This design comes from an exercise in tuning for small area on the open sky130 flow, not from production work.
Where RTL was checked, it was by simulation tests only, not by an equivalence proof against the original.
The RTL of runs 2 and 3 was laid out without a check of its function.
Power and IR drop assume default switching activity.

===== flow/design.v =====
module rpm_basys2_top(
    input mclk,
    input rst,
    output [6:0] seg,
    output       dp,
    output [3:0] an,
    input [3:0] btn,
    input  [7:0] sw,
    output [7:0] led,
    output adc_cs,
    input  adc_d0,
    input  adc_d1,
    output adc_clk
);
    wire [10:0] av;
    wire        ns;
    adc_if u_adc(
        .clk(mclk), .rst(rst), .adc_d0(adc_d0),
        .adc_clk(adc_clk), .adc_cs(adc_cs), .av(av), .ns(ns));
    wire pulse;
    thresh u_thr(.clk(mclk), .rst(rst), .av(av), .ns(ns), .pulse(pulse));
    assign led = {7'b0, pulse};
    wire        mtick;
    wire [2:0]  m1;
    wire [3:0]  m2, m3;
    counter u_cnt(
        .clk(mclk), .rst(rst), .pulse(pulse), .mtick(mtick),
        .m1(m1), .m2(m2), .m3(m3));
    display u_disp(
        .clk(mclk), .rst(rst), .m1(m1), .m2(m2), .m3(m3),
        .mtick(mtick), .seg(seg), .dp(dp), .an(an));
endmodule
module adc_if(
    input             clk,
    input             rst,
    input             adc_d0,
    output reg        adc_clk,
    output            adc_cs,
    output reg [10:0] av,    
    output            ns     
);
    reg [3:0] c14;           
    reg       sh;            
    reg [4:0] su;            
    reg [10:0] sr;
    wire c13  = c14[3] & c14[2] & c14[0];
    wire tick = c13 & ~adc_clk;
    always @(posedge clk) begin
        if (rst) begin
            c14     <= 0;
            adc_clk <= 0;
        end else if (c13) begin
            c14     <= 0;
            adc_clk <= ~adc_clk;
        end else begin
            c14 <= c14 + 4'd1;
        end
    end
    always @(posedge clk) begin
        if (rst) begin
            sh <= 0;
            su <= 5'd15;
        end else if (tick) begin
            if (su[4]) begin
                su <= 0;
                sh <= ~sh;
            end else begin
                su <= su + 5'd1;
            end
        end
    end
    assign adc_cs = ~sh;
    wire u14 = su[3:0] == 4'd14;
    wire u15 = su[3:0] == 4'd15;
    always @(posedge clk) begin
        if (tick & ~u14)
            sr <= {sr[9:0], adc_d0};
        if (tick & sh & u15)
            av <= sr;
    end
    assign ns = (c14 == 4'd0) & adc_clk & sh & su[4];
endmodule
module thresh(
    input        clk,
    input        rst,
    input [10:0] av,
    input        ns,
    output reg   pulse
);
    reg  [12:0] ic;
    wire icw = ic == 13'd7441;                        
    always @(posedge clk) begin
        if (rst)
            ic <= 13'd6755;                           
        else if (icw)
            ic <= 13'd1;                              
        else
            ic <= {ic[11:0], ic[12] ^ ic[3] ^ ic[2] ^ ic[0]};
    end
    reg [3:0] ph;            
    always @(posedge clk)
        ph <= ph + 4'd1;
    wire ph0  = ph == 4'd0;
    wire ph15 = ph == 4'd15;
    reg [175:0] ring;        
    wire [10:0] head = ring[175:165];
    reg [1:0]  st;           
    reg [3:0]  nidx;         
    reg        clr;
    reg        done;
    reg [14:0] acc;          
    reg [9:0]  hyst;
    reg [10:0] mx, mn;
    wire wr = (st == 2'd3) & (ph == nidx);
    wire [10:0] rin = wr ? av : (clr ? 11'd0 : head);
    always @(posedge clk)
        ring <= {ring[164:0], rin};
    genvar g;
    wire [10:0] sel = icw ? mn : head;
    wire [10:0] dd;
    wire [11:0] dc;
    assign dc[0] = icw;
    generate for (g = 0; g < 11; g = g + 1) begin : g_dd
        wire x = mx[g] ^ ~sel[g];
        assign dd[g]   = x ^ dc[g];
        assign dc[g+1] = x ? dc[g] : mx[g];
    end endgenerate
    wire hlt = dc[11];       
    wire hge = ~hlt;
    wire dn  = ~ph0 & done;
    wire        hcnd = (dd[10:2] == 0) & (|mx[10:2]);
    wire [9:0]  hn   = hcnd ? 10'd8 : dd[10:1];
    always @(posedge clk) begin
        if (rst) begin
            st   <= 0;
            nidx <= 4'd15;
            clr  <= 1;
            hyst <= 10'd8;
        end else begin
            if (icw) begin
                st   <= 2'd1;
                hyst <= hn;
                clr  <= 0;
            end else if (ph15 & (st != 0)) begin
                st <= st + 2'd1;
                if (st == 2'd3)
                    nidx <= nidx - 4'd1;
            end
            if (st == 2'd2)
                done <= dn | hlt;
        end
    end
    always @(posedge clk) begin
        if (clr | ((st == 2'd2) & ~dn & hlt))
            mn <= head;
        if (clr | ((st == 2'd3) & hge))
            mx <= head;
    end
    wire [14:0] aa = acc;
    wire [14:0] as;
    wire [15:0] ac;
    assign ac[0] = 1'b0;
    generate for (g = 0; g < 15; g = g + 1) begin : g_acc
        if (g < 11) begin : full
            wire x = aa[g] ^ head[g];
            assign as[g]   = x ^ ac[g];
            assign ac[g+1] = x ? ac[g] : aa[g];
        end else begin : half
            assign as[g]   = aa[g] ^ ac[g];
            assign ac[g+1] = aa[g] & ac[g];
        end
    end endgenerate
    wire aclr = (st == 2'd1) & ph15;
    always @(posedge clk) begin
        if (rst)
            acc <= 15'h4000;
        else if (aclr)
            acc <= 0;
        else if (st == 2'd2)
            acc <= as;
    end
    wire [11:0] thr = acc[14:3];
    wire [11:0] hb  = {2'b0, hyst} ^ {12{pulse}};
    wire [11:0] ylim;
    wire [12:0] yc;
    wire [12:0] pc;
    wire [11:0] smp = {av, 1'b0};
    assign yc[0] = pulse;
    assign pc[0] = ~pulse;
    generate for (g = 0; g < 12; g = g + 1) begin : g_lim
        wire x = thr[g] ^ hb[g];
        wire z = smp[g] ^ ~ylim[g];
        assign ylim[g] = x ^ yc[g];
        assign yc[g+1] = x ? yc[g] : thr[g];
        assign pc[g+1] = z ? pc[g] : smp[g];
    end endgenerate
    always @(posedge clk) begin
        if (rst)
            pulse <= 0;
        else if (ns)
            pulse <= pc[12];
    end
endmodule
module counter(
    input            clk,
    input            rst,
    input            pulse,
    input            mtick,
    output reg [2:0] m1,     
    output reg [3:0] m2,     
    output reg [3:0] m3      
);
    reg  [18:0] wc;
    wire wev  = wc == 19'd186189;                     
    wire w18  = wc == 19'd446282;                     
    always @(posedge clk) begin
        if (rst | wev)
            wc <= 19'd1;                              
        else
            wc <= {wc[17:0], wc[18] ^ wc[5] ^ wc[1] ^ wc[0]};
    end
    reg pa, frz, rdy, pend;
    reg [2:0] t2;
    reg [3:0] hh, kk;
    wire edg = pulse & ~pa & ~wev;
    wire upd = mtick & rdy;
    always @(posedge clk)
        if (~wev)
            pa <= pulse;
    always @(posedge clk) begin
        if (rst) begin
            frz  <= 1;
            rdy  <= 1;
            pend <= 0;
            t2   <= 0;
            hh   <= 0;
            kk   <= 0;
        end else begin
            if (wev)
                frz <= 1;
            if (w18)
                rdy <= 1;
            if (upd) begin
                m1   <= t2;
                m2   <= hh;
                m3   <= kk;
                t2   <= (pend | edg) ? 3'd3 : 3'd0;
                hh   <= 0;
                kk   <= 0;
                pend <= 0;
                frz  <= 0;
                rdy  <= 0;
            end else if (edg) begin
                if (frz)
                    pend <= 1;
                else if (t2 >= 3'd2) begin
                    t2 <= t2 - 3'd2;
                    if (hh == 4'd9) begin
                        hh <= 0;
                        kk <= (kk == 4'd9) ? 4'd0 : kk + 4'd1;
                    end else begin
                        hh <= hh + 4'd1;
                    end
                end else begin
                    t2 <= t2 + 3'd3;
                end
            end
        end
    end
endmodule
module display(
    input        clk,
    input        rst,
    input  [2:0] m1,
    input  [3:0] m2,
    input  [3:0] m3,
    output       mtick,
    output [6:0] seg,
    output       dp,
    output [3:0] an
);
    reg  [10:0] mc;
    assign mtick = mc == 11'd1482;                    
    always @(posedge clk) begin
        if (rst | mtick)
            mc <= 11'd1;                              
        else
            mc <= {mc[9:0], mc[10] ^ mc[8]};
    end
    reg [3:0] anode;
    always @(posedge clk) begin
        if (rst)
            anode <= 0;
        else if (mtick)
            anode <= {anode[2:0], anode[3] | (anode == 4'd0)};
    end
    wire [3:0] dig = anode[1] ? {m1, 1'b0} : anode[2] ? m2 : anode[3] ? m3 :
                     anode[0] ? 4'd0 : 4'd8;
    wire [3:0] d = dig;
    wire [6:0] pat;
    assign pat[0] = (~d[3] & ~d[2] & ~d[1] & d[0]) | (d[2] & ~d[1] & ~d[0]);
    assign pat[1] = (d[2] & ~d[1] & d[0]) | (d[2] & d[1] & ~d[0]);
    assign pat[2] = ~d[2] & d[1] & ~d[0];
    assign pat[3] = (~d[3] & ~d[2] & ~d[1] & d[0]) | (d[2] & ~d[1] & ~d[0]) | (d[2] & d[1] & d[0]);
    assign pat[4] = (d[2] & ~d[1]) | d[0];
    assign pat[5] = (~d[3] & ~d[2] & d[0]) | (~d[2] & d[1]) | (d[1] & d[0]);
    assign pat[6] = (~d[3] & ~d[2] & ~d[1]) | (d[2] & d[1] & d[0]);
    assign an  = ~anode;
    assign seg = pat;
    assign dp  = |anode;
endmodule

===== flow/flow/run.sh =====
#!/bin/bash
# Layout flow: the standard flow (standard.sh), with
#  - synthesis through flow/own_synth.tcl: the standard flow's synthesis script with a
#    different ABC script and no adder extraction;
#  - port buffers of the smallest buffer cell;
#  - clock tree synthesis without dummy loads.
# Each step's output goes to its own log file here.
set -euo pipefail
work=$(pwd)
export FLOW_SYNTH_TCL="$work/synth_recipe.tcl"
args=(
  "SYNTH_SCRIPT=$work/flow/own_synth.tcl"
  "BUFFER_PORTS_ARGS=-buffer_cell sky130_fd_sc_hd__buf_1"
  "CTS_ARGS=-sink_clustering_enable -repair_clock_nets -sink_clustering_size 34 -sink_clustering_max_diameter 80 -buf_list sky130_fd_sc_hd__clkbuf_16 -dont_use_dummy_load"
)
bash standard.sh "${args[@]}" synth > "$work/own_synth.log" 2>&1
bash standard.sh "${args[@]}" finish > "$work/own_finish.log" 2>&1
test -f "$work/out/final.def"

===== flow/flow/own_synth.tcl =====
# Synthesis script for this flow: the standard flow's own synthesis script (which makes
# every synth call skip the fsm and share passes, then flattens and renames),
# with two commands replaced before it runs:
#  - extract_fa does nothing, so adders stay plain logic for ABC;
#  - abc runs Yosys's default area script on the same liberty and don't-use
#    list, without ORFS's speed script, delay target and buffering.
# Neither touches a register.
proc extract_fa {args} { }
proc abc {args} {
  set keep {}
  set skip 0
  foreach a $args {
    if {$skip} { set skip 0; continue }
    if {$a eq "-script" || $a eq "-constr" || $a eq "-D"} { set skip 1; continue }
    lappend keep $a
  }
  yosys abc {*}$keep
}
source $::env(FLOW_SYNTH_TCL)

===== flow/standard.sh =====
#!/bin/bash
# synth_recipe.tcl (not shown) runs the flow's synth.tcl, then flattens the netlist and writes it again
# the make line also repeats each setting of config.mk as NAME=value (left out here)
make -C /OpenROAD-flow-scripts/flow DESIGN_CONFIG=/design/flow/config.mk WORK_HOME=/design/flow/orfs CLKGATE_MAP_FILE= SYNTH_SCRIPT=/design/flow/synth_recipe.tcl "${@:-finish}"

===== flow/config.mk =====
export PLATFORM = sky130hd
export DESIGN_NAME = rpm_basys2_top
export DESIGN_NICKNAME = rpm_basys2_top
export VERILOG_FILES = /design/flow/design.v
export SDC_FILE = /design/flow/constraint.sdc
export NUM_CORES = 4
export LEC_CHECK = 0
export CAP_MARGIN = 20
export CORE_MARGIN = 2
export CORE_UTILIZATION = 50
export GPL_TIMING_DRIVEN = 0
export PLACE_DENSITY = 0.7
export SLEW_MARGIN = 20

===== flow/constraint.sdc =====
create_clock -name core_clock -period 20.0 [get_ports {mclk}]
set_input_delay 4.0000 -clock core_clock [delete_from_list [all_inputs] [get_ports {mclk}]]
set_output_delay 4.0000 -clock core_clock [all_outputs]
set_load 0.01 [all_outputs]

==> results of run 1 <==
[synthesized netlist by cell type, types with 8 or more instances]
cell and number:
sky130_fd_sc_hd__xor2_1 42, sky130_fd_sc_hd__nand3_1 8, sky130_fd_sc_hd__edfxtp_1 57, sky130_fd_sc_hd__nor2_1 60, sky130_fd_sc_hd__a21o_1 11, sky130_fd_sc_hd__nand2_1 43, sky130_fd_sc_hd__o21ai_0 30, sky130_fd_sc_hd__buf_4 8
sky130_fd_sc_hd__nand2b_1 22, sky130_fd_sc_hd__dfxtp_1 285, sky130_fd_sc_hd__xnor2_1 44, sky130_fd_sc_hd__a21oi_1 48, sky130_fd_sc_hd__maj3_1 34, sky130_fd_sc_hd__clkinv_1 17, sky130_fd_sc_hd__nor2b_1 10, sky130_fd_sc_hd__mux2i_1 10
sky130_fd_sc_hd__and2_0 32, sky130_fd_sc_hd__nor3_1 17
[worst max-delay path by stage]
stage | start | to | slack [ns] | depth (start not counted)
floorplan | u_disp.anode[3] | seg[3] | 14.20 | 8
global placement | rst | u_cnt.kk[1] | 12.70 | 6
detailed placement | u_thr.pulse | u_thr.pulse | 14.03 | 15
CTS | u_disp.anode[1] | seg[3] | 13.62 | 7
global route | u_disp.anode[2] | seg[3] | 13.43 | 8
finish | u_disp.anode[1] | seg[3] | 13.64 | 7
[per-layer routing]
metal,track usage (%),wire (um),part of all wire (%),vias to the layer above
li1,-,-,-,2971
met5,0,0,0,-
met4,3.58,223,1.4,0
met2,21.0,6640,42,84
met3,2.03,751,4.8,16
met1,21.6,8130,52,2643
[power by group through the flow]
stage	clock network [mW]	registers (mW)	logic (mW)
2_1_floorplan	0	0.720	0.0104
3_3_place_gp	0	0.721	0.0134
3_5_place_dp	0	0.721	0.0139
4_1_cts	0.326	0.705	0.0140
5_1_grt	0.347	0.706	0.0155
6_report	0.315	0.705	0.0138
[per-stage QoR]
stage / instance area, sq um / utilization (%)
6_report: 11500 / 54.8
4_1_cts: 11500 / 54.8
2_1_floorplan: 10700 / -
3_3_place_gp: 11100 / 53.0
3_5_place_dp: 11200 / 53.2
5_1_grt: 11500 / 54.8
[sequential cells by signal (all words and copies together) (netlist names), 3 cells and up]
register and count:
u_thr.acc 15, u_disp.mc 11, u_cnt.kk 4, u_thr.mx 11
u_cnt.wc 19, u_cnt.hh 4, u_thr.mn 11, u_adc.c14 4
u_adc.av 11, u_thr.nidx 4, u_adc.sr 11, u_thr.ph 4
u_cnt.m3 4, u_cnt.m1 3, u_thr.ring 176, u_cnt.t2 3
u_thr.hyst 10, u_adc.su 5, u_disp.anode 4, u_cnt.m2 4
u_thr.ic 13
[cells by family after synthesis]
family                     synth area share [%]
AOI/OAI and AO/OA                          6.56
xor gates and xnor gates                   7.25
adders and majority gates                  3.18
buffers and inverters                      1.16
DFF                                        69.3
muxes                                      1.04
other                                    0.0350
and+or+nand+nor                            11.5
[critical path: cells and delay by family (launching register included)]
kind / cells / cell delay (ns)
compound gates: 2 / 0.59
flops: 1 / 0.52
simple gates: 3 / 0.44
buf+inv: 2 / 0.34
[placed cells by master (no fill, tap or decap), types with 2 or more instances in the layout]
master                        n
sky130_fd_sc_hd__nand3_1      8
sky130_fd_sc_hd__o21a_1       4
sky130_fd_sc_hd__nor3_1      16
sky130_fd_sc_hd__a31o_1       2
sky130_fd_sc_hd__o21ai_0     30
sky130_fd_sc_hd__nor3b_1      6
sky130_fd_sc_hd__nand2_1     43
sky130_fd_sc_hd__a221o_1      2
sky130_fd_sc_hd__and3_1       5
sky130_fd_sc_hd__or3_1        2
sky130_fd_sc_hd__dfxtp_1    285
sky130_fd_sc_hd__nor4bb_1     3
sky130_fd_sc_hd__nor4_1       4
sky130_fd_sc_hd__a21oi_1     48
sky130_fd_sc_hd__or2_0        5
sky130_fd_sc_hd__a31oi_1      4
sky130_fd_sc_hd__a22oi_1      2
sky130_fd_sc_hd__edfxtp_1    57
sky130_fd_sc_hd__mux2i_1     10
sky130_fd_sc_hd__o21bai_1     2
sky130_fd_sc_hd__nand4_1      6
sky130_fd_sc_hd__nand2b_1    22
sky130_fd_sc_hd__a21o_1      11
sky130_fd_sc_hd__nand3b_1     3
sky130_fd_sc_hd__nor4b_1      2
sky130_fd_sc_hd__clkinv_1    17
sky130_fd_sc_hd__buf_1       16
sky130_fd_sc_hd__conb_1       7
sky130_fd_sc_hd__xnor2_1     44
sky130_fd_sc_hd__xor2_1      42
sky130_fd_sc_hd__nor2_1      60
sky130_fd_sc_hd__maj3_1      34
sky130_fd_sc_hd__and2_0      32
sky130_fd_sc_hd__clkbuf_16   14
sky130_fd_sc_hd__a211oi_1     3
sky130_fd_sc_hd__nand4b_1     5
sky130_fd_sc_hd__buf_4        8
sky130_fd_sc_hd__nor2b_1      9
[area by class of cell]
cell class	instances	area [sq um]	share of cell area [%]
sequential	342	7420	64.3
multi-input combinational	492	3190	27.7
clock buffer	14	350	3.04
tap	275	344	2.98
timing repair buffer	19	100	0.868
inverter	17	63.8	0.553
buffer	8	60.1	0.521
==> run_results.csv, run 1 <==
group,metric,value,unit
setup_path,cp_cell_sequence,"clkinv_1 > o21ai_0 > and3_1 > nand2_1 > a21boi_0 > nand2b_1 > buf_1",
setup_path,worst_reg2reg_startpoint,"u_thr.pulse",
clock_tree,postCtsSetupBuffers,0,
timing,final.period_utilization,31.8,%
die,design.portCount,38,
place,buffer_ports.inserted,17,
synthesis,post_synth.cell_area_avg,12.5,sq um
timing,fin_setup_tns,0,ns
timing,final.setup_skew,0.0346,ns
synthesis,yosys_register_bits,342,
synthesis,postSynthCellCount,853,
detailed_routing,number_of_vias_in_the_routed_layout,5714,
global_routing,grt_pass1_vias,5182,
pwr,share_seq_of_total_power,68.2,%
detailed_routing,routed_via_density,4.90,
hold_path,worst_hold_path.num_cells,0,
timing,final.setup.worst_slack,13.64,ns
pwr,static-leakage-power,4.41,nW
pwr,share_clk_of_total_power,30.5,%
place,routabilityCongestion,0.780,
setup_path,timing.critical_path.fanout_max,9,
layout,fillers,1771,
synthesis,cell_area_after_synthesis,10700,sq um
hold_path,hold-path-endpoint,"u_thr.ring[42]",
clock_tree,clock_latency,0.50,ns
setup_path,ff2ff_setup_slack,14.00,ns
die,fp.dieW,150,um
synthesis,ys_types,49,
detailed_routing,route.antenna.remaining_nets,0,
timing,final_count_of_negative_setup_slack_endpoints,0,
layout,layout.nets,910,
flow_run,cap_violations,0,
synthesis,synth-edff-count,57,
layout,antenna_cells_inserted,0,
timing,timing.final.hold_violations,0,
global_routing,globalRoute.totalOverflow,0,
pwr,cellInternalPower,836,uW
clock_tree,tritoncts,"built",
synthesis,ys_async_sr_fraction,0,%
detailed_routing,routed_wl,15700,um
die,die-height,150,um
pwr,switchingPower,198,uW
setup_path,critPathCaptureType,"output pin",
die,fp.coreArea,21000,sq um
global_routing,wire_length_of_the_first_global_routing_pass,25800,um
pwr,power_density,89.7,nW/um^2
pwr,sw_frac_of_total,19.2,%
hold_path,holdCritStartpoint,"u_thr.ring[31]",
clock_tree,htree_num_levels,1,
synthesis,netlist_top_cells_area,"sky130_fd_sc_hd__dfxtp_1, sky130_fd_sc_hd__edfxtp_1, sky130_fd_sc_hd__xnor2_1",
clock_tree,cts-buffers-inserted,14,
pwr,power.ir.vdd_worst,0.0804,mV
timing,worst_pin_slew,1.09,ns
detailed_routing,post_drt_wl_per_cell,13.5,um
setup_path,worstRegToRegCells,15,
setup_path,max_stage_delay,0.52,ns
global_routing,grt.total_usage,14.1,%
clock_tree,clock-sinks,342,
timing,max_slew_vio_count,0,
die,initial_utilization,50.9,%
global_routing,initial_antenna_violation_count,0,
clock_tree,cts_max_path_buffers,3,
setup_path,worstPathRequired,16.00,ns
setup_path,timing.critical_path.from_type,"flop",
place,place_hpwl,10500,um
detailed_routing,drt_pre_antenna_iters,5,
layout,area.growth.synth_to_final,7.74,%
timing,min_period,6.36,ns
synthesis,synth_ff_type,"sky130_fd_sc_hd__dfxtp_1",
detailed_routing,post-route-drc-count,0,
global_routing,grt_start_max_net_pins,35,
place,dpl.cell_count,1153,
timing,max-slew-margin-rel,26.2,%
synthesis,netlist.top_cell.by_area,"sky130_fd_sc_hd__dfxtp_1",
layout,instances_no_fill,1167,
pwr,total_power,1.03,mW
setup_path,critPathSlowestCell,"sky130_fd_sc_hd__dfxtp_1",
pwr,combinationalPowerShare,1.3,%
hold_path,worstHoldPathType,"reg -> reg",
clock_tree,cts_root_buf,"sky130_fd_sc_hd__clkbuf_16",
clock_tree,cts_resized,0,
layout,layout-drive-gt1-share,3.14,%
die,placement_rows,53,
synthesis,synth_seq_area_share,69.3,%
synthesis,synth_top_cell_area_share,53.3,%
detailed_routing,initialDrtViolationCount,392,
setup_path,crit-reg2reg-capture,"u_thr.pulse",
clock_tree,holdBufCountCts,0,
setup_path,critical_path_class,"reg -> out",
status,outcome,"complete, no violations",
setup_path,worst_ep_arrival_time,2.36,ns
timing,timing.hold.ws,0.317,ns
place,place_worst_setup_slack,14.03,ns
timing,fmax,157,MHz
timing,grt_setup_unrepaired,"no",
synthesis,ys_warn_count,4,
clock_tree,clk_pin_slew,0.12,ns
die,die_area,22600,sq um
==> inputs of run 2 (changes only) <==
--- a/flow/design.v
+++ b/flow/design.v
@@ -121,9 +121,9 @@
     wire [11:0] dc;
     assign dc[0] = icw;
     generate for (g = 0; g < 11; g = g + 1) begin : g_dd
-        wire x = mx[g] ^ ~sel[g];
-        assign dd[g]   = x ^ dc[g];
-        assign dc[g+1] = x ? dc[g] : mx[g];
+        wire y = ~sel[g];
+        assign dd[g]   = mx[g] ^ y ^ dc[g];
+        assign dc[g+1] = (mx[g] & y) | (mx[g] & dc[g]) | (y & dc[g]);
     end endgenerate
     wire hlt = dc[11];       
     wire hge = ~hlt;
@@ -162,9 +162,8 @@
     assign ac[0] = 1'b0;
     generate for (g = 0; g < 15; g = g + 1) begin : g_acc
         if (g < 11) begin : full
-            wire x = aa[g] ^ head[g];
-            assign as[g]   = x ^ ac[g];
-            assign ac[g+1] = x ? ac[g] : aa[g];
+            assign as[g]   = aa[g] ^ head[g] ^ ac[g];
+            assign ac[g+1] = (aa[g] & head[g]) | (aa[g] & ac[g]) | (head[g] & ac[g]);
         end else begin : half
             assign as[g]   = aa[g] ^ ac[g];
             assign ac[g+1] = aa[g] & ac[g];
@@ -188,11 +187,10 @@
     assign yc[0] = pulse;
     assign pc[0] = ~pulse;
     generate for (g = 0; g < 12; g = g + 1) begin : g_lim
-        wire x = thr[g] ^ hb[g];
-        wire z = smp[g] ^ ~ylim[g];
-        assign ylim[g] = x ^ yc[g];
-        assign yc[g+1] = x ? yc[g] : thr[g];
-        assign pc[g+1] = z ? pc[g] : smp[g];
+        wire ny = ~ylim[g];
+        assign ylim[g] = thr[g] ^ hb[g] ^ yc[g];
+        assign yc[g+1] = (thr[g] & hb[g]) | (thr[g] & yc[g]) | (hb[g] & yc[g]);
+        assign pc[g+1] = (smp[g] & ny) | (smp[g] & pc[g]) | (ny & pc[g]);
     end endgenerate
     always @(posedge clk) begin
         if (rst)
--- a/flow/flow/run.sh
+++ b/flow/flow/run.sh
@@ -11,7 +11,7 @@
 args=(
   "SYNTH_SCRIPT=$work/flow/own_synth.tcl"
   "BUFFER_PORTS_ARGS=-buffer_cell sky130_fd_sc_hd__buf_1"
-  "CTS_ARGS=-sink_clustering_enable -repair_clock_nets -sink_clustering_size 34 -sink_clustering_max_diameter 80 -buf_list sky130_fd_sc_hd__clkbuf_16 -dont_use_dummy_load"
+  "CTS_ARGS=-sink_clustering_enable -repair_clock_nets -sink_clustering_size 30 -sink_clustering_max_diameter 100 -buf_list sky130_fd_sc_hd__clkbuf_16 -dont_use_dummy_load"
 )
 bash standard.sh "${args[@]}" synth > "$work/own_synth.log" 2>&1
 bash standard.sh "${args[@]}" finish > "$work/own_finish.log" 2>&1
--- a/flow/flow/own_synth.tcl
+++ b/flow/flow/own_synth.tcl
@@ -1,11 +1,11 @@
 # Synthesis script for this flow: the standard flow's own synthesis script (which makes
 # every synth call skip the fsm and share passes, then flattens and renames),
 # with two commands replaced before it runs:
-#  - extract_fa does nothing, so adders stay plain logic for ABC;
+#  - extract_fa extracts full adders only (no half adders);
 #  - abc runs Yosys's default area script on the same liberty and don't-use
 #    list, without ORFS's speed script, delay target and buffering.
 # Neither touches a register.
-proc extract_fa {args} { }
+proc extract_fa {args} { yosys extract_fa -fa }
 proc abc {args} {
   set keep {}
   set skip 0
--- a/flow/config.mk
+++ b/flow/config.mk
@@ -7,7 +7,5 @@
 export LEC_CHECK = 0
 export CAP_MARGIN = 20
 export CORE_MARGIN = 2
-export CORE_UTILIZATION = 50
-export GPL_TIMING_DRIVEN = 0
-export PLACE_DENSITY = 0.7
+export CORE_UTILIZATION = 40
 export SLEW_MARGIN = 20
==> run 2 against run 1 <==
Net effect:
- highest routed layer unchanged
- clock power increased by 4%
- largest cell class unchanged
- die area is 22% higher
- synthesized cell count down 4.3%
- critical endpoint unchanged
- maximum frequency fell by 3.7%
- largest power group unchanged
==> run_results.csv, run 2 <==
group,metric,value,unit
status,outcome,"complete, no violations",
global_routing,grt.total_usage,11.1,%
setup_path,worst_reg2reg_startpoint,"u_thr.ic[2]",
setup_path,timing.critical_path.fanout_max,8,
layout,layout.nets,900,
clock_tree,holdBufCountCts,0,
synthesis,synth_ff_type,"sky130_fd_sc_hd__dfxtp_1",
setup_path,worstRegToRegCells,20,
layout,antenna_cells_inserted,0,
clock_tree,clock_latency,0.50,ns
pwr,share_clk_of_total_power,31.3,%
global_routing,grt_pass1_vias,5193,
timing,fmax,152,MHz
synthesis,ys_top_cells_by_count,"sky130_fd_sc_hd__dfxtp_1, sky130_fd_sc_hd__nand2_1, sky130_fd_sc_hd__edfxtp_1",
hold_path,worstHoldPathType,"reg -> reg",
detailed_routing,initialDrtViolationCount,240,
timing,grt_setup_unrepaired,"no",
timing,fin_setup_tns,0,ns
clock_tree,clock-sinks,342,
synthesis,postSynthCellCount,816,
pwr,combinationalPowerShare,1.2,%
synthesis,netlist_top_cells_area,"sky130_fd_sc_hd__dfxtp_1, sky130_fd_sc_hd__edfxtp_1, sky130_fd_sc_hd__fa_1",
die,die_area,27600,sq um
synthesis,cell_area_after_synthesis,10500,sq um
die,initial_utilization,40.6,%
clock_tree,cts_resized,0,
pwr,static-leakage-power,4.28,nW
pwr,power.ir.vdd_worst,0.0693,mV
die,fp.coreArea,25900,sq um
detailed_routing,route.antenna.remaining_nets,0,
setup_path,critical_path_class,"reg -> out",
detailed_routing,routed_wl,15200,um
global_routing,grt_start_max_net_pins,43,
clock_tree,tritoncts,"built",
detailed_routing,post_drt_wl_per_cell,12.8,um
synthesis,ys_async_sr_fraction,0,%
layout,post-route-util,44.0,%
global_routing,wire_length_of_the_first_global_routing_pass,25800,um
timing,final.setup_skew,0.0476,ns
layout,number_of_flip_flops_in_the_largest_register,176,
timing,max-slew-margin-rel,34.8,%
die,placement_rows,59,
synthesis,synthMostInstantiatedCell,"sky130_fd_sc_hd__dfxtp_1",
detailed_routing,post-route-drc-count,0,
detailed_routing,drt_pre_antenna_iters,4,
timing,max_slew_vio_count,0,
global_routing,globalRoute.totalOverflow,0,
timing,final_count_of_negative_setup_slack_endpoints,0,
timing,final.period_utilization,33.0,%
synthesis,synth-edff-count,57,
timing,timing.final.hold_violations,0,
timing,timing.hold.ws,0.281,ns
clock_tree,htree_num_levels,1,
layout,biggestRegsByFlops,"u_thr.ring (176), u_cnt.wc (19), u_thr.acc (15)",
setup_path,worstPathRequired,16.00,ns
detailed_routing,routed_via_density,4.59,
synthesis,ys_types,52,
place,routabilityCongestion,0.766,
hold_path,holdCritStartpoint,"u_thr.ring[21]",
hold_path,worst_hold_path.num_cells,0,
die,fp.dieW,166,um
pwr,switchingPower,202,uW
global_routing,initial_antenna_violation_count,0,
synthesis,synth_top_cell_area_share,54.2,%
clock_tree,cts-buffers-inserted,15,
layout,area.growth.synth_to_final,8.27,%
pwr,share_seq_of_total_power,67.5,%
detailed_routing,number_of_vias_in_the_routed_layout,5447,
pwr,cellInternalPower,843,uW
layout,layout-drive-gt1-share,2.70,%
pwr,power_density,91.6,nW/um^2
clock_tree,cts_max_path_buffers,3,
setup_path,critPathCaptureType,"output pin",
flow_run,cap_violations,0,
synthesis,ys_warn_count,4,
clock_tree,postCtsSetupBuffers,0,
place,buffer_ports.inserted,17,
synthesis,synth_seq_area_share,70.5,%
die,die-height,166,um
synthesis,netlist.top_cell.by_area,"sky130_fd_sc_hd__dfxtp_1",
place,place_hpwl,10100,um
synthesis,yosys_register_bits,342,
synthesis,post_synth.cell_area_avg,12.9,sq um
layout,leading_cell_type_in_the_layout_fill_and_taps_excluded,"sky130_fd_sc_hd__dfxtp_1",
clock_tree,cts_root_buf,"sky130_fd_sc_hd__clkbuf_16",
timing,min_period,6.60,ns
clock_tree,clk_pin_slew,0.11,ns
setup_path,worst_ep_arrival_time,2.60,ns
timing,worst_pin_slew,0.975,ns
layout,largest_register,"u_thr.ring",
die,design.portCount,38,
setup_path,timing.critical_path.from_type,"flop",
setup_path,critPathLaunch,"u_disp.anode[2]",
layout,commonest_non_fill_non_tap_cells_in_the_layout,"sky130_fd_sc_hd__dfxtp_1, sky130_fd_sc_hd__nand2_1, sky130_fd_sc_hd__edfxtp_1, sky130_fd_sc_hd__nor2_1, sky130_fd_sc_hd__a21oi_1",
pwr,sw_frac_of_total,19.3,%
==> run 2: cell count changes after synthesis, sizes merged, moves of 8 or more <==
cell	before	now
maj3	34	0
xnor2	44	13
fa	0	30
nand2	43	69
xor2	42	17
clkinv	17	35
a21o	11	2
mux2i	10	1
a21oi	48	40
mux2	1	9
==> run 2: final cells by class <==
type	count	area, sq um
flip-flops and latches	342	7420
well taps	335	419
fillers	2365	14500
repair buffers	23	110
inverters	35	131
multi-input cells	437	2940
clock buffers	15	375
==> run 2: power groups by stage <==
stage	clock [mW]	sequential (mW)	combinational, mW
2_1_floorplan	0	0.719	0.0103
3_3_place_gp	0	0.720	0.0124
3_5_place_dp	0	0.720	0.0125
4_1_cts	0.342	0.705	0.0126
5_1_grt	0.365	0.705	0.0145
6_report	0.327	0.704	0.0124
==> run 2: cell families after synthesis <==
logic type / share of synthesized area, %
flops: 70.5
mux: 1.06
other cells: 0.0356
xor+xnor: 2.50
simple gates: 12.3
compound gates: 6.11
buf+inv: 1.82
fa+ha+maj: 5.71
==> run 2: routing by layer <==
layer,up-vias,part of all wire [%],wire length (um),track usage [%]
met2,52,42,6420,16.7
met5,-,0,0,0
li1,2794,-,-,-
met4,0,1.3,195,2.47
met3,15,4.5,687,2.19
met1,2586,52,7910,16.8
==> run 2: path summary, 6_finish.rpt <==
path                    endpoint  slack (ns)
setup / recovery          seg[3]       13.40
hold / removal    u_thr.ring[32]        0.28
setup reg to reg   u_thr.hyst[0]       13.53
hold reg to reg   u_thr.ring[32]        0.28
==> run 2: worst max-delay path: stages, from the launching register on <==
cell and delay (ns):
sky130_fd_sc_hd__dfxtp_1 0.50, sky130_fd_sc_hd__nor2_1 0.15, sky130_fd_sc_hd__a22oi_1 0.17, sky130_fd_sc_hd__o21ai_0 0.19, sky130_fd_sc_hd__a2111oi_0 0.50, sky130_fd_sc_hd__nand2b_1 0.14
sky130_fd_sc_hd__a21oi_1 0.19, sky130_fd_sc_hd__nand2b_1 0.12, sky130_fd_sc_hd__buf_1 0.15
==> run 2: per-stage QoR <==
step | cell area (sq um) | cells | setup WS (ns) | power (mW)
2_1_floorplan | 10500 | 822 | 13.51 | 0.729
3_3_place_gp | 11000 | 1171 | 13.53 | 0.733
3_5_place_dp | 11000 | 1171 | 13.53 | 0.733
4_1_cts | 11400 | 1186 | 13.39 | 1.06
5_1_grt | 11400 | 1187 | 13.03 | 1.08
6_report | 11400 | 1187 | 13.40 | 1.04
==> inputs of run 3 (changes only) <==
==> flow/flow/run.sh (replaced) <==
#!/bin/bash
# Layout flow: the standard flow (standard.sh), with
#  - synthesis through flow/own_synth.tcl: the standard flow's synthesis script with a
#    different ABC script and full adders only;
#  - port buffers of the smallest buffer cell;
#  - clock tree synthesis without dummy loads.
# Each step's output goes to its own log file here.
set -euo pipefail
work=$(pwd)
export FLOW_SYNTH_TCL="$work/synth_recipe.tcl"
args=(
  "SYNTH_SCRIPT=$work/flow/own_synth.tcl"
  "BUFFER_PORTS_ARGS=-buffer_cell sky130_fd_sc_hd__buf_1"
  "CTS_ARGS=-sink_clustering_enable -repair_clock_nets -sink_clustering_size 30 -sink_clustering_max_diameter 100 -buf_list sky130_fd_sc_hd__clkbuf_4 -root_buf sky130_fd_sc_hd__clkbuf_4 -sink_clustering_buffer sky130_fd_sc_hd__clkbuf_16 -dont_use_dummy_load"
)
bash standard.sh "${args[@]}" synth > "$work/own_synth.log" 2>&1
bash standard.sh "${args[@]}" finish > "$work/own_finish.log" 2>&1
test -f "$work/out/final.def"
==> run 3 against run 2 <==
Net effect:
- still clean
- non-clock buffer count is the same
- cell area fell by 0.44%
- first-iteration DRC count is 9.6% lower
- synthesized area did not move
- worst setup slack got worse by 0.16 ns
- cell count is essentially flat
- critical endpoint unchanged
- largest power group unchanged
==> run_results.csv, run 3 <==
group,metric,value,unit
clock_tree,cts-buffers-inserted,15,
layout,leading_cell_type_in_the_layout_fill_and_taps_excluded,"sky130_fd_sc_hd__dfxtp_1",
synthesis,yosys_register_bits,342,
synthesis,synth_top_cell_area_share,54.2,%
detailed_routing,number_of_vias_in_the_routed_layout,5459,
setup_path,timing.critical_path.fanout_max,8,
global_routing,grt_start_max_net_pins,43,
place,buffer_ports.inserted,17,
timing,max_slew_vio_count,0,
clock_tree,clock-sinks,342,
timing,final.setup.worst_slack,13.24,ns
die,die-height,166,um
synthesis,ys_async_sr_fraction,0,%
place,placed_standard_cell_area,11000,sq um
timing,max-slew-margin-rel,34.6,%
detailed_routing,initialDrtViolationCount,217,
synthesis,synthXorXnorAreaFrac,2.50,%
global_routing,grt_pass1_vias,5195,
die,fp.coreArea,25900,sq um
detailed_routing,route.antenna.remaining_nets,0,
synthesis,synth_ff_type,"sky130_fd_sc_hd__dfxtp_1",
synthesis,ys_types,52,
timing,fin_setup_tns,0,ns
clock_tree,htree_num_levels,1,
layout,layout-drive-gt1-share,2.70,%
synthesis,synth_fa_ha_area_share,5.71,%
clock_tree,postCtsSetupBuffers,0,
layout,commonest_non_fill_non_tap_cells_in_the_layout,"sky130_fd_sc_hd__dfxtp_1, sky130_fd_sc_hd__nand2_1, sky130_fd_sc_hd__edfxtp_1, sky130_fd_sc_hd__nor2_1, sky130_fd_sc_hd__a21oi_1",
global_routing,wire_length_of_the_first_global_routing_pass,25800,um
clock_tree,cts_max_path_buffers,3,
synthesis,post_synth_and_or_nand_nor_area_fraction,12.3,%
pwr,share_seq_of_total_power,69.2,%
pwr,share_clk_of_total_power,29.6,%
global_routing,globalRoute.totalOverflow,0,
setup_path,timing.critical_path.from_type,"flop",
layout,final_cell_area,11300,sq um
synthesis,post_synth.cell_area_avg,12.9,sq um
detailed_routing,post-route-drc-count,0,
clock_tree,cts_resized,0,
synthesis,cell_area_after_synthesis,10500,sq um
flow_run,cap_violations,0,
timing,min_period,6.76,ns
pwr,sw_frac_of_total,19.4,%
clock_tree,clock_latency,0.66,ns
clock_tree,cts_root_buf,"sky130_fd_sc_hd__clkbuf_4",
detailed_routing,routed_wl,15100,um
pwr,power_density,89.7,nW/um^2
status,outcome,"complete, no violations",
place,place_worst_setup_slack,13.53,ns
clock_tree,holdBufCountCts,0,
layout,layout.nets,900,
global_routing,initial_antenna_violation_count,1,
timing,final.period_utilization,33.8,%
synthesis,synthMostInstantiatedCell,"sky130_fd_sc_hd__dfxtp_1",
global_routing,grt.total_usage,11.1,%
layout,biggestRegsByFlops,"u_thr.ring (176), u_cnt.wc (19), u_thr.acc (15)",
synthesis,ys_warn_count,4,
pwr,power.ir.vdd_worst,0.0687,mV
synthesis,dominant_combinational_cell_family_by_area_after_synthesis,"simple AND/OR/NAND/NOR gates",
die,initial_utilization,40.6,%
synthesis,post_synthesis_compound_gate_area_fraction,6.11,%
clock_tree,tritoncts,"built",
setup_path,critical_path_class,"reg -> out",
die,fp.dieW,166,um
timing,timing.hold.ws,0.283,ns
pwr,switchingPower,198,uW
pwr,cellInternalPower,820,uW
timing,final_count_of_negative_setup_slack_endpoints,0,
synthesis,synth-edff-count,57,
pwr,static-leakage-power,4.26,nW
timing,fmax,148,MHz
synthesis,postSynthCellCount,816,
die,die_area,27600,sq um
synthesis,synth_seq_area_share,70.5,%
detailed_routing,post_drt_wl_per_cell,12.7,um
layout,post-route-util,43.8,%
timing,worst_pin_slew,0.978,ns
detailed_routing,routed_via_density,4.60,
layout,largest_register,"u_thr.ring",
timing,grt_setup_unrepaired,"no",
synthesis,netlist_top_cells_area,"sky130_fd_sc_hd__dfxtp_1, sky130_fd_sc_hd__edfxtp_1, sky130_fd_sc_hd__fa_1",
synthesis,ys_top_cells_by_count,"sky130_fd_sc_hd__dfxtp_1, sky130_fd_sc_hd__nand2_1, sky130_fd_sc_hd__edfxtp_1",
die,design.portCount,38,
clock_tree,clk_pin_slew,0.11,ns
synthesis,netlist.top_cell.by_area,"sky130_fd_sc_hd__dfxtp_1",
place,place_hpwl,10100,um
synthesis,multiplexer_area_fraction_after_synthesis,1.06,%
layout,number_of_flip_flops_in_the_largest_register,176,
die,placement_rows,59,
pwr,combinationalPowerShare,1.2,%
setup_path,worst_ep_arrival_time,2.76,ns
layout,area.growth.synth_to_final,7.80,%
hold_path,worstHoldPathType,"reg -> reg",
setup_path,worstPathRequired,16.00,ns
detailed_routing,drt_pre_antenna_iters,4,
setup_path,critPathCaptureType,"output pin",
place,routabilityCongestion,0.766,
timing,final.setup_skew,0.0517,ns
timing,timing.final.hold_violations,0,
## run 3: through the flow
step,instances,power [mW]
floorplan,822,0.729
global placement,1171,0.733
detailed placement,1171,0.733
CTS,1186,1.03
global route,1188,1.06
finish,1188,1.02
## run 3: logic make-up after synthesis
| family | count (synthesis) |
|---|---|
| adder cells (fa/ha/maj) | 30 |
| other | 1 |
| flip-flops | 342 |
| buffers and inverters | 43 |
| AO/OA/AOI/OAI | 105 |
| AND/OR/NAND/NOR | 255 |
| XOR/XNOR | 30 |
| multiplexers | 10 |
## run 3: worst paths after layout
check                                      from        endpoint  slack, ns  cells past startpoint
worst max-delay path            u_disp.anode[2]          seg[3]      13.24                      8
worst min-delay path             u_thr.ring[21]  u_thr.ring[32]       0.28                      0
worst max register to register      u_thr.ic[2]   u_thr.hyst[0]      13.53                     20
worst min register to register   u_thr.ring[21]  u_thr.ring[32]       0.28                      0
## run 3: layout make-up
type / count / area [sq um]
tap: 335 / 419
antenna: 1 / 2.50
multi-input combinational: 437 / 2940
fill: 2370 / 14600
clock buffer: 15 / 323
timing repair buffer: 23 / 110
sequential: 342 / 7420
inverter: 35 / 131
## run 3: power groups by stage
stage	sequential, mW	combinational (mW)	clock (mW)
after CTS	0.705	0.0126	0.317
final	0.704	0.0124	0.301
after floorplan	0.719	0.0103	0
after global placement	0.720	0.0124	0
after global routing	0.705	0.0145	0.340
after detailed placement	0.720	0.0125	0
## run 3: metal layers
layer  GRT usage, %  share of wire [%]  up-vias
met2           16.7                 43       56
met1           16.8                 52     2587
li1               -                  -     2798
met5              0                  0        -
met4           2.59                1.4        0
met3           1.98                4.2       18
## run 3: critical path: stages (launching register included)
cell,delay [ns]
sky130_fd_sc_hd__dfxtp_1,0.50
sky130_fd_sc_hd__nor2_1,0.15
sky130_fd_sc_hd__a22oi_1,0.17
sky130_fd_sc_hd__o21ai_0,0.19
sky130_fd_sc_hd__a2111oi_0,0.51
sky130_fd_sc_hd__nand2b_1,0.14
sky130_fd_sc_hd__a21oi_1,0.19
sky130_fd_sc_hd__nand2b_1,0.12
sky130_fd_sc_hd__buf_1,0.15
==> inputs of run 4 (changes only) <==
--- a/flow/design.v
+++ b/flow/design.v
@@ -129,7 +129,7 @@
     wire hge = ~hlt;
     wire dn  = ~ph0 & done;
     wire        hcnd = (dd[10:2] == 0) & (|mx[10:2]);
-    wire [9:0]  hn   = hcnd ? 10'd8 : dd[10:1];
+    wire [9:0]  hn   = {dd[10:5], dd[4] | hcnd, dd[3:2], dd[1] & ~hcnd};
     always @(posedge clk) begin
         if (rst) begin
             st   <= 0;
--- a/flow/flow/run.sh
+++ b/flow/flow/run.sh
@@ -11,7 +11,7 @@
 args=(
   "SYNTH_SCRIPT=$work/flow/own_synth.tcl"
   "BUFFER_PORTS_ARGS=-buffer_cell sky130_fd_sc_hd__buf_1"
-  "CTS_ARGS=-sink_clustering_enable -repair_clock_nets -sink_clustering_size 30 -sink_clustering_max_diameter 100 -buf_list sky130_fd_sc_hd__clkbuf_4 -root_buf sky130_fd_sc_hd__clkbuf_4 -sink_clustering_buffer sky130_fd_sc_hd__clkbuf_16 -dont_use_dummy_load"
+  "CTS_ARGS=-sink_clustering_enable -repair_clock_nets -sink_clustering_size 38 -sink_clustering_max_diameter 60 -buf_list sky130_fd_sc_hd__clkbuf_4 -root_buf sky130_fd_sc_hd__clkbuf_4 -sink_clustering_buffer sky130_fd_sc_hd__clkbuf_16 -dont_use_dummy_load"
 )
 bash standard.sh "${args[@]}" synth > "$work/own_synth.log" 2>&1
 bash standard.sh "${args[@]}" finish > "$work/own_finish.log" 2>&1
--- a/flow/config.mk
+++ b/flow/config.mk
@@ -8,4 +8,5 @@
 export CAP_MARGIN = 20
 export CORE_MARGIN = 2
 export CORE_UTILIZATION = 40
+export PLACE_DENSITY = 0.8
 export SLEW_MARGIN = 20
==> run 4 against run 3 <==
Net effect:
- worst setup slack improved by 0.21 ns
- synthesized cell count decreased by 0.25%
- first-iteration DRC count increased by 46%
- count of clock-buffer cells in the layout increased by 3
- register-to-register slack got worse by 0.03 ns
- hold slack got worse by 0.071 ns
- non-clock buffer count decreased by 2
- combinational power about the same
- utilization increased by 0.21 points
- sequential share of layout area decreased by 0.32 points
- synthesized area decreased by 0.13%
- critical path type unchanged
==> run_results.csv, run 4 <==
group,metric,value,unit
status,outcome,"complete, no violations",
timing,worst_pin_slew,0.961,ns
place,routabilityCongestion,0.877,
die,placement_rows,59,
clock_tree,cts_root_buf,"sky130_fd_sc_hd__clkbuf_4",
timing,max-slew-margin-rel,35.7,%
setup_path,worstPathRequired,16.00,ns
clock_tree,clock_latency,0.76,ns
clock_tree,clk_pin_slew,0.12,ns
global_routing,grt.total_usage,11.8,%
layout,fillers,2264,
die,die-height,166,um
setup_path,critPathCaptureType,"output pin",
synthesis,ys_warn_count,4,
layout,largest_register,"u_thr.ring",
synthesis,postSynthCellCount,814,
die,die_area,27600,sq um
place,buffer_ports.inserted,17,
global_routing,grt_pass1_vias,5699,
synthesis,netlist_top_cells_area,"sky130_fd_sc_hd__dfxtp_1, sky130_fd_sc_hd__edfxtp_1, sky130_fd_sc_hd__fa_1",
synthesis,netlist.top_cell.by_area,"sky130_fd_sc_hd__dfxtp_1",
detailed_routing,routed_wl,16100,um
synthesis,synthMostInstantiatedCell,"sky130_fd_sc_hd__dfxtp_1",
global_routing,wire_length_of_the_first_global_routing_pass,27400,um
clock_tree,holdBufCountCts,0,
layout,biggestRegsByFlops,"u_thr.ring (176), u_cnt.wc (19), u_thr.acc (15)",
setup_path,critical_path_class,"reg -> out",
timing,final.setup_skew,0.154,ns
global_routing,grt_start_max_net_pins,46,
layout,instances_no_fill,1188,
setup_path,critPathLaunch,"u_disp.anode[3]",
synthesis,synth_ff_type,"sky130_fd_sc_hd__dfxtp_1",
layout,leading_cell_type_in_the_layout_fill_and_taps_excluded,"sky130_fd_sc_hd__dfxtp_1",
layout,number_of_flip_flops_in_the_largest_register,176,
detailed_routing,routed_via_density,4.74,
timing,timing.final.hold_violations,0,
pwr,total_power,1.05,mW
clock_tree,cts_resized,0,
synthesis,ys_async_sr_fraction,0,%
die,fp.dieW,166,um
synthesis,post_synth.cell_area_avg,12.9,sq um
setup_path,critPathSlowestCell,"sky130_fd_sc_hd__o21ai_0",
setup_path,timing.critical_path.from_type,"flop",
clock_tree,cts_max_path_buffers,3,
synthesis,ys_types,48,
synthesis,synth_seq_area_share,70.6,%
layout,seqCellArea,7420,sq um
layout,area_used_by_multi_input_combinational_logic,2930,sq um
pwr,power.ir.vdd_worst,0.0889,mV
flow_run,cap_violations,0,
clock_tree,cts-buffers-inserted,18,
timing,max_slew_vio_count,0,
layout,commonest_non_fill_non_tap_cells_in_the_layout,"sky130_fd_sc_hd__dfxtp_1, sky130_fd_sc_hd__nand2_1, sky130_fd_sc_hd__nor2_1, sky130_fd_sc_hd__edfxtp_1, sky130_fd_sc_hd__clkinv_1",
layout,area.growth.synth_to_final,8.46,%
layout,layout.nets,899,
setup_path,setup.worst_path.end,"seg[3]",
die,initial_utilization,40.6,%
detailed_routing,post-route-drc-count,0,
setup_path,critical_path.most_common_cell,"sky130_fd_sc_hd__nand2b_1",
timing,fmax,153,MHz
clock_tree,postCtsSetupBuffers,0,
die,design.portCount,38,
die,fp.coreArea,25900,sq um
synthesis,synth_top_cell_area_share,54.3,%
timing,final_count_of_negative_setup_slack_endpoints,0,
place,place_hpwl,10700,um
timing,timing.hold.ws,0.212,ns
timing,fin_setup_tns,0,ns
setup_path,crit-reg2reg-capture,"u_thr.hyst[0]",
detailed_routing,route.antenna.remaining_nets,0,
clock_tree,htree_num_levels,1,
clock_tree,clock-sinks,342,
setup_path,ff2ff_setup_slack,13.50,ns
place,placed_standard_cell_area,11000,sq um
pwr,power_density,91.7,nW/um^2
setup_path,max_stage_delay,0.55,ns
synthesis,cell_area_after_synthesis,10500,sq um
timing,grt_setup_unrepaired,"no",
layout,final_cell_area,11400,sq um
setup_path,cp_cell_sequence,"clkinv_1 > nor2_1 > a22oi_1 > o21ai_0 > nand2b_1 > nand2_1 > o21a_1 > nand2b_1 > buf_1",
detailed_routing,drt_pre_antenna_iters,6,
setup_path,worstRegToRegCells,23,
detailed_routing,initialDrtViolationCount,317,
detailed_routing,number_of_vias_in_the_routed_layout,5633,
place,dpl.cell_count,1168,
synthesis,synth-edff-count,57,
global_routing,initial_antenna_violation_count,1,
setup_path,worst_reg2reg_startpoint,"u_thr.ic[3]",
hold_path,worstHoldPathType,"reg -> reg",
timing,min_period,6.55,ns
synthesis,yosys_register_bits,342,
pwr,static-leakage-power,4.27,nW
timing,final.period_utilization,32.7,%
synthesis,ys_top_cells_by_count,"sky130_fd_sc_hd__dfxtp_1, sky130_fd_sc_hd__nand2_1, sky130_fd_sc_hd__nor2_1",
layout,layout-drive-gt1-share,3.06,%
setup_path,worst_ep_arrival_time,2.55,ns
detailed_routing,post_drt_wl_per_cell,13.5,um
clock_tree,tritoncts,"built",
setup_path,timing.critical_path.fanout_max,6,
global_routing,globalRoute.totalOverflow,0,
[run 4: layout make-up]
type	instances	share of cell area, %
Antenna cell	2	0.0439
Clock buffer	18	3.49
Inverter	37	1.22
Multi-Input combinational cell	433	25.7
Sequential cell	342	65.1
Tap cell	335	3.68
Timing Repair Buffer	21	0.834
[run 4: worst min path at each step]
stage | cells past startpoint | end | startpoint
after floorplan | 0 | u_thr.ring[100] | u_thr.ring[89]
after global placement | 0 | u_thr.ring[34] | u_thr.ring[23]
after detailed placement | 0 | u_thr.ring[31] | u_thr.ring[20]
after CTS | 0 | u_thr.ring[20] | u_thr.ring[9]
after global routing | 0 | u_thr.ring[20] | u_thr.ring[9]
final | 0 | u_thr.ring[20] | u_thr.ring[9]
[run 4: cells by family after synthesis]
kind of cell / count (synthesis) / synth area share [%]
buf+inv: 45 / 1.89
compound gates: 100 / 5.78
xor+xnor: 29 / 2.42
mux: 13 / 1.33
flops: 342 / 70.6
fa+ha+maj: 30 / 5.71
simple gates: 254 / 12.3
other cells: 1 / 0.0357
[run 4: metrics by stage]
stage          setup slack, ns  util (%)
3_5_place_dp             13.49      42.4
6_report                 13.45      44.0
2_1_floorplan            13.58         -
4_1_cts                  13.41      43.9
5_1_grt                  13.11      44.0
3_3_place_gp             13.62      42.4
[run 4: report_power, final]
part | total [mW] | internal [mW] | switching (mW)
Combinational | 0.0126 | 0.00521 | 0.00734
Clock | 0.328 | 0.138 | 0.190
Sequential | 0.704 | 0.701 | 0.00321
Total | 1.05 | 0.845 | 0.201
[run 4: routing by layer]
layer	vias up	track usage [%]	wire, um
li1	2792	-	-
met4	0	4.31	448
met1	2706	15.5	7260
met5	-	0	0
met3	36	1.88	702
met2	99	19.8	7670
[run 4: critical path, delay by kind of cell (launching register included)]
kind / cells / cell delay, ns
compound gates: 3 / 0.78
buf+inv: 2 / 0.25
flops: 1 / 0.36
simple gates: 4 / 0.59
==> inputs of run 5 (changes only) <==
--- a/flow/flow/run.sh
+++ b/flow/flow/run.sh
@@ -11,7 +11,7 @@
 args=(
   "SYNTH_SCRIPT=$work/flow/own_synth.tcl"
   "BUFFER_PORTS_ARGS=-buffer_cell sky130_fd_sc_hd__buf_1"
-  "CTS_ARGS=-sink_clustering_enable -repair_clock_nets -sink_clustering_size 38 -sink_clustering_max_diameter 60 -buf_list sky130_fd_sc_hd__clkbuf_4 -root_buf sky130_fd_sc_hd__clkbuf_4 -sink_clustering_buffer sky130_fd_sc_hd__clkbuf_16 -dont_use_dummy_load"
+  "CTS_ARGS=-sink_clustering_enable -repair_clock_nets -sink_clustering_size 32 -sink_clustering_max_diameter 100 -buf_list sky130_fd_sc_hd__clkbuf_4 -root_buf sky130_fd_sc_hd__clkbuf_4 -sink_clustering_buffer sky130_fd_sc_hd__clkbuf_16 -dont_use_dummy_load"
 )
 bash standard.sh "${args[@]}" synth > "$work/own_synth.log" 2>&1
 bash standard.sh "${args[@]}" finish > "$work/own_finish.log" 2>&1
--- a/flow/config.mk
+++ b/flow/config.mk
@@ -8,5 +8,4 @@
 export CAP_MARGIN = 20
 export CORE_MARGIN = 2
 export CORE_UTILIZATION = 40
-export PLACE_DENSITY = 0.8
 export SLEW_MARGIN = 20
==> run 5 against run 4 <==
Net effect:
- critical path depth decreased by 2
- non-clock buffer count increased by 2
- count of clock-buffer cells in the layout decreased by 4
- total power decreased by 3.5%
- global-route usage decreased by 0.19 points
- clock skew decreased by 0.11 ns
- clock power decreased by 11%
- die area unchanged
- routed wire length decreased by 2.1%
- sequential share of layout area increased by 0.53 points
==> run_results.csv, run 5 <==
group,metric,value,unit
synthesis,yosys_register_bits,342,
pwr,power.ir.vdd_worst,0.0786,mV
timing,timing.hold.ws,0.311,ns
place,dpl.cell_count,1169,
timing,grt_setup_unrepaired,"no",
timing,final.setup_skew,0.0416,ns
hold_path,worstHoldPathType,"reg -> reg",
synthesis,post_synth.cell_area_avg,12.9,sq um
place,place_worst_setup_slack,13.45,ns
layout,final_cell_area,11300,sq um
synthesis,ys_async_sr_fraction,0,%
clock_tree,cts_max_path_buffers,3,
setup_path,worst_reg2reg_startpoint,"u_thr.ic[3]",
detailed_routing,post-route-drc-count,0,
setup_path,worstRegToRegCells,23,
timing,fin_setup_tns,0,ns
die,placement_rows,59,
global_routing,initial_antenna_violation_count,1,
timing,final.setup.worst_slack,13.39,ns
synthesis,netlist.top_cell.by_area,"sky130_fd_sc_hd__dfxtp_1",
setup_path,critPathLaunch,"u_disp.anode[2]",
clock_tree,cts_resized,0,
hold_path,worst_hold_path.num_cells,0,
synthesis,dominant_combinational_cell_family_by_area_after_synthesis,"simple AND/OR/NAND/NOR gates",
detailed_routing,routed_wl,15700,um
layout,number_of_flip_flops_in_the_largest_register,176,
timing,final.period_utilization,33.1,%
place,buffer_ports.inserted,17,
clock_tree,cts-buffers-inserted,14,
synthesis,synth_top_cell_area_share,54.3,%
clock_tree,clock_latency,0.66,ns
detailed_routing,route.antenna.remaining_nets,0,
global_routing,grt.total_usage,11.6,%
die,die-height,166,um
synthesis,post_synthesis_compound_gate_area_fraction,5.79,%
synthesis,synthMostInstantiatedCell,"sky130_fd_sc_hd__dfxtp_1",
global_routing,grt_pass1_vias,5105,
layout,layout.nets,897,
layout,layout-drive-gt1-share,2.71,%
setup_path,critical_path_class,"reg -> out",
global_routing,wire_length_of_the_first_global_routing_pass,26500,um
pwr,power_density,89.2,nW/um^2
pwr,static-leakage-power,4.22,nW
setup_path,critPathCaptureType,"output pin",
synthesis,synth_seq_area_share,70.6,%
die,design.portCount,38,
status,outcome,"complete, no violations",
pwr,total_power,1.01,mW
synthesis,postSynthCellCount,814,
timing,final_count_of_negative_setup_slack_endpoints,0,
setup_path,worst_ep_arrival_time,2.61,ns
layout,largest_register,"u_thr.ring",
synthesis,multiplexer_area_fraction_after_synthesis,1.33,%
layout,commonest_non_fill_non_tap_cells_in_the_layout,"sky130_fd_sc_hd__dfxtp_1, sky130_fd_sc_hd__nand2_1, sky130_fd_sc_hd__nor2_1, sky130_fd_sc_hd__edfxtp_1, sky130_fd_sc_hd__clkinv_1",
layout,instances_no_fill,1185,
die,die_area,27600,sq um
timing,timing.final.hold_violations,0,
setup_path,worstPathRequired,16.00,ns
flow_run,cap_violations,0,
layout,area.growth.synth_to_final,7.59,%
clock_tree,holdBufCountCts,0,
synthesis,synthXorXnorAreaFrac,2.42,%
synthesis,cell_area_after_synthesis,10500,sq um
detailed_routing,routed_via_density,4.60,
clock_tree,htree_num_levels,1,
layout,post-route-util,43.6,%
synthesis,ys_warn_count,4,
clock_tree,cts_root_buf,"sky130_fd_sc_hd__clkbuf_4",
die,initial_utilization,40.6,%
timing,worst_pin_slew,1.01,ns
detailed_routing,drt_pre_antenna_iters,4,
clock_tree,postCtsSetupBuffers,0,
setup_path,timing.critical_path.fanout_max,9,
timing,min_period,6.61,ns
global_routing,globalRoute.totalOverflow,0,
layout,fillers,2329,
place,placed_standard_cell_area,11000,sq um
timing,max_slew_vio_count,0,
clock_tree,clk_pin_slew,0.11,ns
place,place_hpwl,10300,um
synthesis,netlist_top_cells_area,"sky130_fd_sc_hd__dfxtp_1, sky130_fd_sc_hd__edfxtp_1, sky130_fd_sc_hd__fa_1",
timing,fmax,151,MHz
die,fp.dieW,166,um
detailed_routing,number_of_vias_in_the_routed_layout,5450,
layout,biggestRegsByFlops,"u_thr.ring (176), u_cnt.wc (19), u_thr.acc (15)",
timing,max-slew-margin-rel,32.4,%
clock_tree,tritoncts,"built",
layout,leading_cell_type_in_the_layout_fill_and_taps_excluded,"sky130_fd_sc_hd__dfxtp_1",
synthesis,synth_ff_type,"sky130_fd_sc_hd__dfxtp_1",
synthesis,post_synth_and_or_nand_nor_area_fraction,12.3,%
synthesis,synth-edff-count,57,
hold_path,holdCritStartpoint,"u_thr.ring[87]",
detailed_routing,initialDrtViolationCount,291,
global_routing,grt_start_max_net_pins,46,
die,fp.coreArea,25900,sq um
clock_tree,clock-sinks,342,
place,routabilityCongestion,0.807,
synthesis,ys_types,48,
synthesis,ys_top_cells_by_count,"sky130_fd_sc_hd__dfxtp_1, sky130_fd_sc_hd__nand2_1, sky130_fd_sc_hd__nor2_1",
setup_path,timing.critical_path.from_type,"flop",
synthesis,synth_fa_ha_area_share,5.71,%
detailed_routing,post_drt_wl_per_cell,13.3,um
-- run 5: metal layers --
layer	GRT usage [%]	routed length [um]	up-vias
met5	0	0	-
met4	3.06	331	0
met3	2.12	609	24
met2	17.4	6690	60
met1	17.3	8120	2580
li1	-	-	2786
-- run 5: cells by family after synthesis --
| group | Yosys count |
|---|---|
| other | 1 |
| XOR/XNOR | 29 |
| adder cells (fa/ha/maj) | 30 |
| multiplexers | 13 |
| buffers and inverters | 45 |
| AND/OR/NAND/NOR | 254 |
| AO/OA/AOI/OAI | 100 |
| flip-flops | 342 |
-- run 5: path summary, 6_finish.rpt --
| kind | endpoint | slack, ns |
|---|---|---|
| min | u_thr.ring[98] | 0.31 |
| min reg2reg | u_thr.ring[98] | 0.31 |
| max reg2reg | u_thr.hyst[0] | 13.53 |
| max | seg[3] | 13.39 |
-- run 5: cell type report --
cell class,instances,area [sq um],share of cell area [%]
repair buffers,23,110,0.974
well taps,335,419,3.71
multi-input cells,433,2920,25.9
diodes,1,2.50,0.0221
inverters,37,139,1.23
flip-flops and latches,342,7420,65.6
clock buffers,14,298,2.63
-- run 5: critical path, cell delays in order (launching register included) --
cell	delay (ns)
sky130_fd_sc_hd__dfxtp_1	0.51
sky130_fd_sc_hd__nor2_1	0.14
sky130_fd_sc_hd__a22oi_1	0.15
sky130_fd_sc_hd__o21ai_0	0.23
sky130_fd_sc_hd__nor4_1	0.51
sky130_fd_sc_hd__o21a_1	0.19
sky130_fd_sc_hd__nand2b_1	0.10
sky130_fd_sc_hd__buf_1	0.15
-- run 5: power breakdown --
part	total (mW)	switching [mW]	internal, mW
clock network	0.292	0.186	0.106
registers	0.704	0.00336	0.701
logic	0.0124	0.00710	0.00533
==> inputs of run 6 (changes only) <==
--- a/flow/design.v
+++ b/flow/design.v
@@ -209,14 +209,11 @@
     output reg [3:0] m3      
 );
     reg  [18:0] wc;
-    wire wev  = wc == 19'd186189;                     
-    wire w18  = wc == 19'd446282;                     
-    always @(posedge clk) begin
-        if (rst | wev)
-            wc <= 19'd1;                              
-        else
-            wc <= {wc[17:0], wc[18] ^ wc[5] ^ wc[1] ^ wc[0]};
-    end
+    wire wev  = wc == 19'd486979;                     
+    wire w18  = wc == 19'd115479;                     
+    wire wld  = rst | wev;
+    always @(posedge clk)
+        wc <= ~({19{wld}} | {wc[17:0], wc[18] ^ wc[5] ^ wc[1] ^ wc[0]});
     reg pa, frz, rdy, pend;
     reg [2:0] t2;
     reg [3:0] hh, kk;
@@ -278,13 +275,10 @@
     output [3:0] an
 );
     reg  [10:0] mc;
-    assign mtick = mc == 11'd1482;                    
-    always @(posedge clk) begin
-        if (rst | mtick)
-            mc <= 11'd1;                              
-        else
-            mc <= {mc[9:0], mc[10] ^ mc[8]};
-    end
+    assign mtick = mc == 11'd317;                     
+    wire mld = rst | mtick;
+    always @(posedge clk)
+        mc <= ~({11{mld}} | {mc[9:0], mc[10] ^ mc[8]});
     reg [3:0] anode;
     always @(posedge clk) begin
         if (rst)
--- a/flow/config.mk
+++ b/flow/config.mk
@@ -8,4 +8,5 @@
 export CAP_MARGIN = 20
 export CORE_MARGIN = 2
 export CORE_UTILIZATION = 40
+export GPL_TIMING_DRIVEN = 0
 export SLEW_MARGIN = 20
==> run 6 against run 5 <==
Net effect:
- routed wire length shrank 5.4%
- sequential power grew 1%
- utilization grew 0.13 points
- first-iteration DRC count shrank 22%
- combinational power grew 44%
- synthesized cell count shrank 0.98%
- count of clock-buffer cells in the layout is the same
- clock skew shrank 0.0046 ns
- total power grew 1.0%
- cell count shrank 0.25%
- synthesized area shrank 0.56%
==> run_results.csv, run 6 <==
group,metric,value,unit
status,outcome,"complete, no violations",
die,die-height,166,um
detailed_routing,routed_wl,14900,um
global_routing,grt.total_usage,11.0,%
die,initial_utilization,40.5,%
layout,commonest_non_fill_non_tap_cells_in_the_layout,"sky130_fd_sc_hd__dfxtp_1, sky130_fd_sc_hd__nor2_1, sky130_fd_sc_hd__edfxtp_1, sky130_fd_sc_hd__nand2_1, sky130_fd_sc_hd__a21oi_1",
detailed_routing,routed_via_density,4.58,
clock_tree,cts-buffers-inserted,14,
synthesis,ys_types,52,
timing,min_period,7.26,ns
detailed_routing,route.antenna.remaining_nets,0,
synthesis,yosys_register_bits,342,
layout,layout-drive-gt1-share,3.55,%
timing,fin_setup_tns,0,ns
layout,seqCellArea,7420,sq um
clock_tree,clock_latency,0.64,ns
setup_path,critPathLaunch,"u_thr.ic[3]",
layout,fillers,2408,
global_routing,grt_pass1_vias,5135,
layout,post-route-util,43.8,%
global_routing,initial_antenna_violation_count,1,
die,placement_rows,59,
place,place_hpwl,10200,um
setup_path,timing.critical_path.from_type,"flop",
timing,max-slew-margin-rel,30.9,%
pwr,power.ir.vdd_worst,0.0898,mV
synthesis,postSynthCellCount,806,
die,design.portCount,38,
synthesis,synthMostInstantiatedCell,"sky130_fd_sc_hd__dfxtp_1",
pwr,power_density,90.1,nW/um^2
setup_path,worst_ep_arrival_time,7.81,ns
die,die_area,27400,sq um
setup_path,critical_path_class,"reg -> reg",
place,buffer_ports.inserted,17,
layout,area.growth.synth_to_final,8.22,%
timing,final.setup_skew,0.0369,ns
timing,timing.hold.ws,0.312,ns
place,routabilityCongestion,0.771,
die,fp.coreArea,25800,sq um
clock_tree,clock-sinks,342,
clock_tree,tritoncts,"built",
timing,final.setup.worst_slack,12.74,ns
pwr,total_power,1.02,mW
synthesis,synth_ff_type,"sky130_fd_sc_hd__dfxtp_1",
global_routing,globalRoute.totalOverflow,0,
place,place_worst_setup_slack,12.61,ns
layout,number_of_flip_flops_in_the_largest_register,176,
layout,leading_cell_type_in_the_layout_fill_and_taps_excluded,"sky130_fd_sc_hd__dfxtp_1",
pwr,static-leakage-power,4.30,nW
==> run 6: worst max-delay path, stage by stage (launching register included) <==
cell and delay (ns):
sky130_fd_sc_hd__dfxtp_1 0.35, sky130_fd_sc_hd__nor4_1 0.26, sky130_fd_sc_hd__and4b_1 0.23, sky130_fd_sc_hd__nand4_1 0.75, sky130_fd_sc_hd__mux2i_1 0.52, sky130_fd_sc_hd__fa_1 0.24
sky130_fd_sc_hd__clkinv_1 0.08, sky130_fd_sc_hd__fa_1 0.42, sky130_fd_sc_hd__fa_1 0.43, sky130_fd_sc_hd__fa_1 0.43, sky130_fd_sc_hd__fa_1 0.43, sky130_fd_sc_hd__fa_1 0.43
sky130_fd_sc_hd__fa_1 0.43, sky130_fd_sc_hd__fa_1 0.43, sky130_fd_sc_hd__fa_1 0.40, sky130_fd_sc_hd__clkinv_1 0.07, sky130_fd_sc_hd__fa_1 0.44, sky130_fd_sc_hd__and4b_1 0.26
sky130_fd_sc_hd__nand4_1 0.11, sky130_fd_sc_hd__a31oi_1 0.15, sky130_fd_sc_hd__a31oi_1 0.12, sky130_fd_sc_hd__a22o_1 0.19
==> run 6: final timing paths <==
check                           slack [ns]         endpoint  depth (start not counted)
worst max-delay path                 12.74    u_thr.hyst[0]                         21
worst min-delay path                  0.31  u_thr.ring[107]                          0
worst max register to register       12.74    u_thr.hyst[0]                         21
worst min register to register        0.31  u_thr.ring[107]                          0
==> run 6: cell type report <==
| type | count | share of cell area (%) |
|---|---|---|
| timing repair buffer | 20 | 0.885 |
| buffer | 8 | 0.531 |
| multi-input combinational | 432 | 25.7 |
| clock buffer | 14 | 2.63 |
| sequential | 342 | 65.6 |
| tap | 335 | 3.71 |
| inverter | 30 | 0.995 |
| antenna | 1 | 0.0221 |
==> run 6: logic make-up (layout without fill, tap and decap cells) <==
group | count (synthesis) | after routing | share of synthesized area (%)
AND/OR/NAND/NOR | 247 | 247 | 11.6
other | 1 | 8 | 0.0359
buffers and inverters | 38 | 72 | 1.65
adder cells (fa/ha/maj) | 30 | 30 | 5.75
XOR/XNOR | 31 | 31 | 2.60
flip-flops | 342 | 342 | 71.0
multiplexers | 10 | 10 | 1.05
AO/OA/AOI/OAI | 107 | 107 | 6.31
==> run 6: through the flow <==
| step | std cells | area [sq um] |
|---|---|---|
| global placement | 1164 | 11000 |
| CTS | 1181 | 11300 |
| global route | 1182 | 11300 |
| floorplan | 812 | 10500 |
| finish | 1182 | 11300 |
| detailed placement | 1167 | 11000 |
==> run 6: metal layers <==
metal / part of all wire, % / track usage, % / up-vias / wire length, um
met2: 43 / 17.1 / 60 / 6450
li1: - / - / 2793 / -
met5: 0 / 0 / - / 0
met3: 3.4 / 1.72 / 19 / 504
met1: 51 / 16.1 / 2541 / 7670
met4: 1.9 / 3.21 / 0 / 279
==> run 6: power breakdown <==
group / internal [mW] / leakage [nW] / switching [mW] / total [mW]
sequential: 0.706 / 2.92 / 0.00636 / 0.712
clock: 0.106 / 0.149 / 0.184 / 0.289
combinational: 0.00884 / 1.24 / 0.00909 / 0.0179
total: 0.820 / 4.30 / 0.199 / 1.02

Check on run 6: ideal ports give 12.740 ns setup slack; a clkbuf_16 on the clock port and buf_2 on the inputs give 12.740 ns; moving port delays by the midpoint clock arrival (0.667 ns) as well gives 12.740 ns.
